Background: an optimization exercise with open tools, aiming at small area and a short achievable clock period. Do not read the settings as production practice. In this exercise RTL edits were held to simulation tests only and were not proved equivalent to the original. Power and IR drop assume default switching activity.

==> tundra: inputs <==
// Fir
module Fir(reset_n,clk,x_in,y_out);
input reset_n,clk;
input [15:0]x_in;
output [23:0]y_out;
reg [13:0]r4;
reg [17:0]r3;
reg [17:0]r2;
reg [17:0]r1;
reg c3_9;
reg c2_9;
reg c1_9;
wire zx;
wire [17:0]a3_s;
wire [18:0]a3_c;
wire [17:0]a3_r;
wire [18:0]a3_k;
wire [17:0]a2_s;
wire [18:0]a2_c;
wire [17:0]a2_r;
wire [18:0]a2_k;
wire [17:0]a1_s;
wire [18:0]a1_c;
wire [17:0]a1_r;
wire [18:0]a1_k;
wire [17:0]r1i9;
wire [13:0]yg;
wire [13:0]yp;
wire [13:0]yt;
wire [17:0]y;
wire yh1;
wire yh2;
assign zx=~(x_in[2]|x_in[1]|x_in[0]);    
fadd u1(.a(x_in[0]),.b(~x_in[3]),.c(r4[0]),.s(a3_s[0]),.co(a3_c[1]));
fadd u2(.a(x_in[1]),.b(~x_in[4]),.c(r4[1]),.s(a3_s[1]),.co(a3_c[2]));
fadd u3(.a(x_in[2]),.b(~x_in[5]),.c(r4[2]),.s(a3_s[2]),.co(a3_c[3]));
fadd u4(.a(x_in[3]),.b(~x_in[6]),.c(r4[3]),.s(a3_s[3]),.co(a3_c[4]));
fadd u5(.a(x_in[4]),.b(~x_in[7]),.c(r4[4]),.s(a3_s[4]),.co(a3_c[5]));
fadd u6(.a(x_in[5]),.b(~x_in[8]),.c(r4[5]),.s(a3_s[5]),.co(a3_c[6]));
fadd u7(.a(x_in[6]),.b(~x_in[9]),.c(r4[6]),.s(a3_s[6]),.co(a3_c[7]));
fadd u8(.a(x_in[7]),.b(~x_in[10]),.c(r4[7]),.s(a3_s[7]),.co(a3_c[8]));
fadd u9(.a(x_in[8]),.b(~x_in[11]),.c(r4[8]),.s(a3_s[8]),.co(a3_c[9]));
fadd u10(.a(x_in[9]),.b(~x_in[12]),.c(r4[9]),.s(a3_s[9]),.co(a3_c[10]));
fadd u11(.a(x_in[10]),.b(~x_in[13]),.c(r4[10]),.s(a3_s[10]),.co(a3_c[11]));
fadd u12(.a(x_in[11]),.b(~x_in[14]),.c(r4[11]),.s(a3_s[11]),.co(a3_c[12]));
fadd u13(.a(x_in[12]),.b(~x_in[15]),.c(r4[12]),.s(a3_s[12]),.co(a3_c[13]));
assign a3_s[13]=~(x_in[13]^r4[13]);
assign a3_c[14]=x_in[13]|r4[13];
assign a3_s[14]=~(x_in[14]^a3_c[14]);
assign a3_c[15]=x_in[14]|a3_c[14];
assign a3_s[15]=~(x_in[15]^a3_c[15]);
assign a3_c[16]=x_in[15]|a3_c[15];
hadd u14(.a(a3_s[0]),.b(zx),.s(a3_r[0]),.co(a3_k[1]));
fadd u15(.a(a3_s[1]),.b(a3_c[1]),.c(a3_k[1]),.s(a3_r[1]),.co(a3_k[2]));
fadd u16(.a(a3_s[2]),.b(a3_c[2]),.c(a3_k[2]),.s(a3_r[2]),.co(a3_k[3]));
fadd u17(.a(a3_s[3]),.b(a3_c[3]),.c(a3_k[3]),.s(a3_r[3]),.co(a3_k[4]));
fadd u18(.a(a3_s[4]),.b(a3_c[4]),.c(a3_k[4]),.s(a3_r[4]),.co(a3_k[5]));
  ...
==> module yadd, before the edit <==
module yadd(gn,pn,t,h,h1,h2,h3,y);
input [13:0]gn,pn,t;
input [3:0]h;
input h1,h2,h3;    
output [17:0]y;
wire G0_1,G0_3,P0_3,G0_5,P0_5,G0_7,P0_7,G0_9,P0_9,G0_11,P0_11,G0_13,P0_13,G1_2,G1_3,G1_6,P1_6,G1_7,P1_7,G1_10,P1_10,G1_11,P1_11,G2_4,G2_5,G2_6,G2_7,G2_12,P2_12,G2_13,P2_13,G3_8,G3_9,G3_10,G3_11,G3_12,G3_13;
assign G0_1=~gn[1]|(~pn[1]&~gn[0]);
assign G0_3=~gn[3]|(~pn[3]&~gn[2]);
assign P0_3=~pn[3]&~pn[2];
assign G0_5=~gn[5]|(~pn[5]&~gn[4]);
assign P0_5=~pn[5]&~pn[4];
assign G0_7=~gn[7]|(~pn[7]&~gn[6]);
assign P0_7=~pn[7]&~pn[6];
assign G0_9=~gn[9]|(~pn[9]&~gn[8]);
assign P0_9=~pn[9]&~pn[8];
assign G0_11=~gn[11]|(~pn[11]&~gn[10]);
assign P0_11=~pn[11]&~pn[10];
assign G0_13=~gn[13]|(~pn[13]&~gn[12]);
assign P0_13=~pn[13]&~pn[12];
assign G1_2=~gn[2]|(~pn[2]&G0_1);
assign G1_3=G0_3|(P0_3&G0_1);
assign G1_6=~gn[6]|(~pn[6]&G0_5);
assign P1_6=~pn[6]&P0_5;
assign G1_7=G0_7|(P0_7&G0_5);
assign P1_7=P0_7&P0_5;
assign G1_10=~gn[10]|(~pn[10]&G0_9);
assign P1_10=~pn[10]&P0_9;
assign G1_11=G0_11|(P0_11&G0_9);
assign P1_11=P0_11&P0_9;
assign G2_4=~gn[4]|(~pn[4]&G1_3);
assign G2_5=G0_5|(P0_5&G1_3);
assign G2_6=G1_6|(P1_6&G1_3);
assign G2_7=G1_7|(P1_7&G1_3);
assign G2_12=~gn[12]|(~pn[12]&G1_11);
assign P2_12=~pn[12]&P1_11;
assign G2_13=G0_13|(P0_13&G1_11);
assign P2_13=P0_13&P1_11;
assign G3_8=~gn[8]|(~pn[8]&G2_7);
assign G3_9=G0_9|(P0_9&G2_7);
assign G3_10=G1_10|(P1_10&G2_7);
assign G3_11=G1_11|(P1_11&G2_7);
assign G3_12=G2_12|(P2_12&G2_7);
assign G3_13=G2_13|(P2_13&G2_7);
assign y[0]=t[0];
assign y[1]=t[1]^~gn[0];
assign y[2]=t[2]^G0_1;
assign y[3]=t[3]^G1_2;
assign y[4]=t[4]^G1_3;
assign y[5]=t[5]^G2_4;
assign y[6]=t[6]^G2_5;
assign y[7]=t[7]^G2_6;
assign y[8]=t[8]^G2_7;
assign y[9]=t[9]^G3_8;
assign y[10]=t[10]^G3_9;
assign y[11]=t[11]^G3_10;
assign y[12]=t[12]^G3_11;
assign y[13]=t[13]^G3_12;
assign y[14]=h[0]^G3_13;
assign y[15]=h[1]^(G3_13&h1);
assign y[16]=h[2]^(G3_13&h2);
assign y[17]=h[3]^(G3_13&h3);
endmodule
export LEC_CHECK = 0
export CAP_MARGIN = 20
export CORE_MARGIN = 2
export CORE_UTILIZATION = 40
export CTS_BUF_LIST = sky130_fd_sc_hd__clkbuf_4 sky130_fd_sc_hd__clkbuf_8
export CTS_CLUSTER_SIZE = 30
export SETUP_SLACK_MARGIN = 4.3
export SLEW_MARGIN = 20
export SYNTH_HIERARCHICAL = 1
export SYNTH_MINIMUM_KEEP_SIZE = 0
create_clock -name core_clock -period 10.0 [get_ports {clk}]
run.sh (not shown) runs the stock make flow with config.mk's settings and CLKGATE_MAP_FILE= SYNTH_SCRIPT=/design/flow/synth_recipe.tcl, a recipe that flattens the netlist after the stock synthesis.
==> inputs of raven, as changes to tundra <==
--- a/flow/design.v
+++ b/flow/design.v
@@ -26,44 +26,76 @@
 input [3:0]h;
 input h1,h2,h3;    
 output [17:0]y;
-wire G0_1,G0_3,P0_3,G0_5,P0_5,G0_7,P0_7,G0_9,P0_9,G0_11,P0_11,G0_13,P0_13,G1_2,G1_3,G1_6,P1_6,G1_7,P1_7,G1_10,P1_10,G1_11,P1_11,G2_4,G2_5,G2_6,G2_7,G2_12,P2_12,G2_13,P2_13,G3_8,G3_9,G3_10,G3_11,G3_12,G3_13;
+wire G0_1,G0_2,P0_2,G0_3,P0_3,G0_4,P0_4,G0_5,P0_5,G0_6,P0_6,G0_7,P0_7,G0_8,P0_8,G0_9,P0_9,G0_10,P0_10,G0_11,P0_11,G0_12,P0_12,G0_13,P0_13,G1_2,G1_3,G1_4,P1_4,G1_5,P1_5,G1_6,P1_6,G1_7,P1_7,G1_8,P1_8,G1_9,P1_9,G1_10,P1_10,G1_11,P1_11,G1_12,P1_12,G1_13,P1_13,G2_4,G2_5,G2_6,G2_7,G2_8,P2_8,G2_9,P2_9,G2_10,P2_10,G2_11,P2_11,G2_12,P2_12,G2_13,P2_13,G3_8,G3_9,G3_10,G3_11,G3_12,G3_13;
 assign G0_1=~gn[1]|(~pn[1]&~gn[0]);
+assign G0_2=~gn[2]|(~pn[2]&~gn[1]);
+assign P0_2=~pn[2]&~pn[1];
 assign G0_3=~gn[3]|(~pn[3]&~gn[2]);
 assign P0_3=~pn[3]&~pn[2];
+assign G0_4=~gn[4]|(~pn[4]&~gn[3]);
+assign P0_4=~pn[4]&~pn[3];
 assign G0_5=~gn[5]|(~pn[5]&~gn[4]);
 assign P0_5=~pn[5]&~pn[4];
+assign G0_6=~gn[6]|(~pn[6]&~gn[5]);
+assign P0_6=~pn[6]&~pn[5];
 assign G0_7=~gn[7]|(~pn[7]&~gn[6]);
 assign P0_7=~pn[7]&~pn[6];
+assign G0_8=~gn[8]|(~pn[8]&~gn[7]);
+assign P0_8=~pn[8]&~pn[7];
 assign G0_9=~gn[9]|(~pn[9]&~gn[8]);
 assign P0_9=~pn[9]&~pn[8];
+assign G0_10=~gn[10]|(~pn[10]&~gn[9]);
+assign P0_10=~pn[10]&~pn[9];
 assign G0_11=~gn[11]|(~pn[11]&~gn[10]);
 assign P0_11=~pn[11]&~pn[10];
+assign G0_12=~gn[12]|(~pn[12]&~gn[11]);
+assign P0_12=~pn[12]&~pn[11];
 assign G0_13=~gn[13]|(~pn[13]&~gn[12]);
 assign P0_13=~pn[13]&~pn[12];
-assign G1_2=~gn[2]|(~pn[2]&G0_1);
+assign G1_2=G0_2|(P0_2&~gn[0]);
 assign G1_3=G0_3|(P0_3&G0_1);
-assign G1_6=~gn[6]|(~pn[6]&G0_5);
-assign P1_6=~pn[6]&P0_5;
+assign G1_4=G0_4|(P0_4&G0_2);
+assign P1_4=P0_4&P0_2;
+assign G1_5=G0_5|(P0_5&G0_3);
+assign P1_5=P0_5&P0_3;
+assign G1_6=G0_6|(P0_6&G0_4);
+assign P1_6=P0_6&P0_4;
 assign G1_7=G0_7|(P0_7&G0_5);
 assign P1_7=P0_7&P0_5;
-assign G1_10=~gn[10]|(~pn[10]&G0_9);
-assign P1_10=~pn[10]&P0_9;
+assign G1_8=G0_8|(P0_8&G0_6);
+assign P1_8=P0_8&P0_6;
+assign G1_9=G0_9|(P0_9&G0_7);
+assign P1_9=P0_9&P0_7;
+assign G1_10=G0_10|(P0_10&G0_8);
+assign P1_10=P0_10&P0_8;
 assign G1_11=G0_11|(P0_11&G0_9);
 assign P1_11=P0_11&P0_9;
-assign G2_4=~gn[4]|(~pn[4]&G1_3);
-assign G2_5=G0_5|(P0_5&G1_3);
-assign G2_6=G1_6|(P1_6&G1_3);
+assign G1_12=G0_12|(P0_12&G0_10);
+assign P1_12=P0_12&P0_10;
+assign G1_13=G0_13|(P0_13&G0_11);
+assign P1_13=P0_13&P0_11;
+assign G2_4=G1_4|(P1_4&~gn[0]);
+assign G2_5=G1_5|(P1_5&G0_1);
+assign G2_6=G1_6|(P1_6&G1_2);
 assign G2_7=G1_7|(P1_7&G1_3);
-assign G2_12=~gn[12]|(~pn[12]&G1_11);
-assign P2_12=~pn[12]&P1_11;
-assign G2_13=G0_13|(P0_13&G1_11);
-assign P2_13=P0_13&P1_11;
-assign G3_8=~gn[8]|(~pn[8]&G2_7);
-assign G3_9=G0_9|(P0_9&G2_7);
-assign G3_10=G1_10|(P1_10&G2_7);
-assign G3_11=G1_11|(P1_11&G2_7);
-assign G3_12=G2_12|(P2_12&G2_7);
-assign G3_13=G2_13|(P2_13&G2_7);
+assign G2_8=G1_8|(P1_8&G1_4);
+assign P2_8=P1_8&P1_4;
+assign G2_9=G1_9|(P1_9&G1_5);
+assign P2_9=P1_9&P1_5;
+assign G2_10=G1_10|(P1_10&G1_6);
+assign P2_10=P1_10&P1_6;
+assign G2_11=G1_11|(P1_11&G1_7);
+assign P2_11=P1_11&P1_7;
+assign G2_12=G1_12|(P1_12&G1_8);
+assign P2_12=P1_12&P1_8;
+assign G2_13=G1_13|(P1_13&G1_9);
+assign P2_13=P1_13&P1_9;
+assign G3_8=G2_8|(P2_8&~gn[0]);
+assign G3_9=G2_9|(P2_9&G0_1);
+assign G3_10=G2_10|(P2_10&G1_2);
+assign G3_11=G2_11|(P2_11&G1_3);
+assign G3_12=G2_12|(P2_12&G2_4);
+assign G3_13=G2_13|(P2_13&G2_5);
 assign y[0]=t[0];
 assign y[1]=t[1]^~gn[0];
 assign y[2]=t[2]^G0_1;
==> flow/flow/run.sh (new file) <==
#!/bin/bash
# Own layout flow: the standard flow (standard.sh), with two changes:
#  - clock tree synthesis without dummy load cells (-dont_use_dummy_load),
#  - port buffers start from buf_1 instead of the flow's default choice.
# Each tool's output goes to the ORFS logs under orfs/logs/; make's own output
# goes to flow_make.log here.
set -euo pipefail
bash standard.sh \
  "CTS_ARGS=-sink_clustering_enable -repair_clock_nets -dont_use_dummy_load -sink_clustering_size 30 -buf_list {sky130_fd_sc_hd__clkbuf_4 sky130_fd_sc_hd__clkbuf_8}" \
  "BUFFER_PORTS_ARGS=-buffer_cell sky130_fd_sc_hd__buf_1" \
  finish > flow_make.log 2>&1
==> flow/standard.sh (new file) <==
#!/bin/bash
# synth_recipe.tcl (not shown) runs the flow's synth.tcl, then flattens the netlist and writes it again
# the make line also repeats each setting of config.mk as NAME=value (left out here)
make -C /OpenROAD-flow-scripts/flow DESIGN_CONFIG=/design/flow/config.mk WORK_HOME=/design/flow/orfs CLKGATE_MAP_FILE= SYNTH_SCRIPT=/design/flow/synth_recipe.tcl "${@:-finish}"
- SETUP_SLACK_MARGIN: 4.3 -> 3.7
removed: flow/run.sh
==> inputs of willow, as changes to tundra <==
--- a/flow/design.v
+++ b/flow/design.v
@@ -26,44 +26,76 @@
 input [3:0]h;
 input h1,h2,h3;    
 output [17:0]y;
-wire G0_1,G0_3,P0_3,G0_5,P0_5,G0_7,P0_7,G0_9,P0_9,G0_11,P0_11,G0_13,P0_13,G1_2,G1_3,G1_6,P1_6,G1_7,P1_7,G1_10,P1_10,G1_11,P1_11,G2_4,G2_5,G2_6,G2_7,G2_12,P2_12,G2_13,P2_13,G3_8,G3_9,G3_10,G3_11,G3_12,G3_13;
+wire G0_1,G0_2,P0_2,G0_3,P0_3,G0_4,P0_4,G0_5,P0_5,G0_6,P0_6,G0_7,P0_7,G0_8,P0_8,G0_9,P0_9,G0_10,P0_10,G0_11,P0_11,G0_12,P0_12,G0_13,P0_13,G1_2,G1_3,G1_4,P1_4,G1_5,P1_5,G1_6,P1_6,G1_7,P1_7,G1_8,P1_8,G1_9,P1_9,G1_10,P1_10,G1_11,P1_11,G1_12,P1_12,G1_13,P1_13,G2_4,G2_5,G2_6,G2_7,G2_8,P2_8,G2_9,P2_9,G2_10,P2_10,G2_11,P2_11,G2_12,P2_12,G2_13,P2_13,G3_8,G3_9,G3_10,G3_11,G3_12,G3_13;
 assign G0_1=~gn[1]|(~pn[1]&~gn[0]);
+assign G0_2=~gn[2]|(~pn[2]&~gn[1]);
+assign P0_2=~pn[2]&~pn[1];
 assign G0_3=~gn[3]|(~pn[3]&~gn[2]);
 assign P0_3=~pn[3]&~pn[2];
+assign G0_4=~gn[4]|(~pn[4]&~gn[3]);
+assign P0_4=~pn[4]&~pn[3];
 assign G0_5=~gn[5]|(~pn[5]&~gn[4]);
 assign P0_5=~pn[5]&~pn[4];
+assign G0_6=~gn[6]|(~pn[6]&~gn[5]);
+assign P0_6=~pn[6]&~pn[5];
 assign G0_7=~gn[7]|(~pn[7]&~gn[6]);
 assign P0_7=~pn[7]&~pn[6];
+assign G0_8=~gn[8]|(~pn[8]&~gn[7]);
+assign P0_8=~pn[8]&~pn[7];
 assign G0_9=~gn[9]|(~pn[9]&~gn[8]);
 assign P0_9=~pn[9]&~pn[8];
+assign G0_10=~gn[10]|(~pn[10]&~gn[9]);
+assign P0_10=~pn[10]&~pn[9];
 assign G0_11=~gn[11]|(~pn[11]&~gn[10]);
 assign P0_11=~pn[11]&~pn[10];
+assign G0_12=~gn[12]|(~pn[12]&~gn[11]);
+assign P0_12=~pn[12]&~pn[11];
 assign G0_13=~gn[13]|(~pn[13]&~gn[12]);
 assign P0_13=~pn[13]&~pn[12];
-assign G1_2=~gn[2]|(~pn[2]&G0_1);
+assign G1_2=G0_2|(P0_2&~gn[0]);
 assign G1_3=G0_3|(P0_3&G0_1);
-assign G1_6=~gn[6]|(~pn[6]&G0_5);
-assign P1_6=~pn[6]&P0_5;
+assign G1_4=G0_4|(P0_4&G0_2);
+assign P1_4=P0_4&P0_2;
+assign G1_5=G0_5|(P0_5&G0_3);
+assign P1_5=P0_5&P0_3;
+assign G1_6=G0_6|(P0_6&G0_4);
+assign P1_6=P0_6&P0_4;
 assign G1_7=G0_7|(P0_7&G0_5);
 assign P1_7=P0_7&P0_5;
-assign G1_10=~gn[10]|(~pn[10]&G0_9);
-assign P1_10=~pn[10]&P0_9;
+assign G1_8=G0_8|(P0_8&G0_6);
+assign P1_8=P0_8&P0_6;
+assign G1_9=G0_9|(P0_9&G0_7);
+assign P1_9=P0_9&P0_7;
+assign G1_10=G0_10|(P0_10&G0_8);
+assign P1_10=P0_10&P0_8;
 assign G1_11=G0_11|(P0_11&G0_9);
 assign P1_11=P0_11&P0_9;
-assign G2_4=~gn[4]|(~pn[4]&G1_3);
-assign G2_5=G0_5|(P0_5&G1_3);
-assign G2_6=G1_6|(P1_6&G1_3);
+assign G1_12=G0_12|(P0_12&G0_10);
+assign P1_12=P0_12&P0_10;
+assign G1_13=G0_13|(P0_13&G0_11);
+assign P1_13=P0_13&P0_11;
+assign G2_4=G1_4|(P1_4&~gn[0]);
+assign G2_5=G1_5|(P1_5&G0_1);
+assign G2_6=G1_6|(P1_6&G1_2);
 assign G2_7=G1_7|(P1_7&G1_3);
-assign G2_12=~gn[12]|(~pn[12]&G1_11);
-assign P2_12=~pn[12]&P1_11;
-assign G2_13=G0_13|(P0_13&G1_11);
-assign P2_13=P0_13&P1_11;
-assign G3_8=~gn[8]|(~pn[8]&G2_7);
-assign G3_9=G0_9|(P0_9&G2_7);
-assign G3_10=G1_10|(P1_10&G2_7);
-assign G3_11=G1_11|(P1_11&G2_7);
-assign G3_12=G2_12|(P2_12&G2_7);
-assign G3_13=G2_13|(P2_13&G2_7);
+assign G2_8=G1_8|(P1_8&G1_4);
+assign P2_8=P1_8&P1_4;
+assign G2_9=G1_9|(P1_9&G1_5);
+assign P2_9=P1_9&P1_5;
+assign G2_10=G1_10|(P1_10&G1_6);
+assign P2_10=P1_10&P1_6;
+assign G2_11=G1_11|(P1_11&G1_7);
+assign P2_11=P1_11&P1_7;
+assign G2_12=G1_12|(P1_12&G1_8);
+assign P2_12=P1_12&P1_8;
+assign G2_13=G1_13|(P1_13&G1_9);
+assign P2_13=P1_13&P1_9;
+assign G3_8=G2_8|(P2_8&~gn[0]);
+assign G3_9=G2_9|(P2_9&G0_1);
+assign G3_10=G2_10|(P2_10&G1_2);
+assign G3_11=G2_11|(P2_11&G1_3);
+assign G3_12=G2_12|(P2_12&G2_4);
+assign G3_13=G2_13|(P2_13&G2_5);
 assign y[0]=t[0];
 assign y[1]=t[1]^~gn[0];
 assign y[2]=t[2]^G0_1;
==> flow/flow/run.sh (new file) <==
#!/bin/bash
# Own layout flow: the standard flow (standard.sh), with two changes:
#  - clock tree synthesis without dummy load cells (-dont_use_dummy_load),
#  - port buffers start from buf_1 instead of the flow's default choice.
# Each tool's output goes to the ORFS logs under orfs/logs/; make's own output
# goes to flow_make.log here.
set -euo pipefail
bash standard.sh \
  "CTS_ARGS=-sink_clustering_enable -repair_clock_nets -dont_use_dummy_load -sink_clustering_size 30 -buf_list {sky130_fd_sc_hd__clkbuf_4 sky130_fd_sc_hd__clkbuf_8}" \
  "BUFFER_PORTS_ARGS=-buffer_cell sky130_fd_sc_hd__buf_1" \
  finish > flow_make.log 2>&1
==> flow/standard.sh (new file) <==
#!/bin/bash
# synth_recipe.tcl (not shown) runs the flow's synth.tcl, then flattens the netlist and writes it again
# the make line also repeats each setting of config.mk as NAME=value (left out here)
make -C /OpenROAD-flow-scripts/flow DESIGN_CONFIG=/design/flow/config.mk WORK_HOME=/design/flow/orfs CLKGATE_MAP_FILE= SYNTH_SCRIPT=/design/flow/synth_recipe.tcl "${@:-finish}"
- SETUP_SLACK_MARGIN: 4.3 -> 4.5
removed: flow/run.sh
==> notes <==
tundra passed the timing, design-rule and antenna checks. raven completed without violations. willow finished clean. Of tundra and raven, tundra has the higher synthesized cell count (gap 8.4%, measured against raven). Global-route usage: raven < tundra < willow. Cell count: willow is larger than raven (about 2%). Cell area: raven is lower than willow (about 8%). In critical path depth, willow and raven do not differ. In tundra the core utilization is lower than in willow, by 0.29 points. In clock power, willow and raven hardly differ.
==> figures <==
Status: willow timing/DRC/antenna clean; tundra timing/DRC/antenna clean; raven timing/DRC/antenna clean
Overall routing resource usage: willow 0.154; tundra 0.149; raven 0.141
Internal: willow 0.000880 W; tundra 0.00103 W; raven 0.000801 W
Gates resized, CTS repair: willow 60; tundra 118; raven 0
Met1 layer usage reported by global route: willow 0.217; tundra 0.208; raven 0.197
Combined area of all synthesized cells: willow 0.00446 mm^2; tundra 0.00462 mm^2; raven 0.00446 mm^2
Sum of met2 wire segment lengths after detailed routing: willow 3720 um; tundra 3880 um; raven 3490 um
Post-CTS Setup Inserts: willow 4; tundra 14; raven 0
Pwr per Cell Area: willow 287 mW/mm^2; tundra 310 mW/mm^2; raven 283 mW/mm^2
Final WL: willow 7830 um; tundra 8030 um; raven 7260 um
Final area over synthesized area: willow 1.192x; tundra 1.195x; raven 1.092x
Transition at the pin with the smallest max-transition slack: willow 0.889 ns; tundra 0.910 ns; raven 0.902 ns
Worst stage delay on the critical path: willow 0.31 ns; tundra 0.49 ns; raven 0.55 ns
Dpl cell area: willow 0.00480 mm^2; tundra 0.00515 mm^2; raven 0.00474 mm^2
Met3 GRT Util: willow 0.0320; tundra 0.0338; raven 0.0308
Tap cell count: willow 140; tundra 143; raven 140

[what the ideal ports hide]
No port has a modelled driver above. Below, the same layouts with a new extraction and two added sets of constraints.
Step 1 assumes that a clkbuf_16 drives the clock port and a buf_2 every other input.
Step 2, shift: input delay + t, output delay - t, t = (earliest + latest rising clock arrival at the registers) / 2. This alone moves slack from input paths to output paths.
Three values: no drivers, after step 1, after step 2; two values: the first two.
run	shift t [ns]	setup WS [ns]	worst hold slack (ns)	latest minus earliest clock arrival (ns)	pins driven straight from the clock port
tundra	0.369	4.371 / 4.381 / 4.014	0.472 / 0.472 / 0.472	0.008 / 0.009	1
raven	0.360	3.937 / 3.914 / 3.618	0.480 / 0.480 / 0.480	0.026 / 0.026	1
willow	0.367	4.534 / 4.481 / 4.164	0.474 / 0.474 / 0.474	0.024 / 0.025	1
After both steps setup and hold are still met in every run listed. For willow, which loses most, drivers alone change the setup slack by -0.053 ns; drivers and shift together by -0.370 ns.
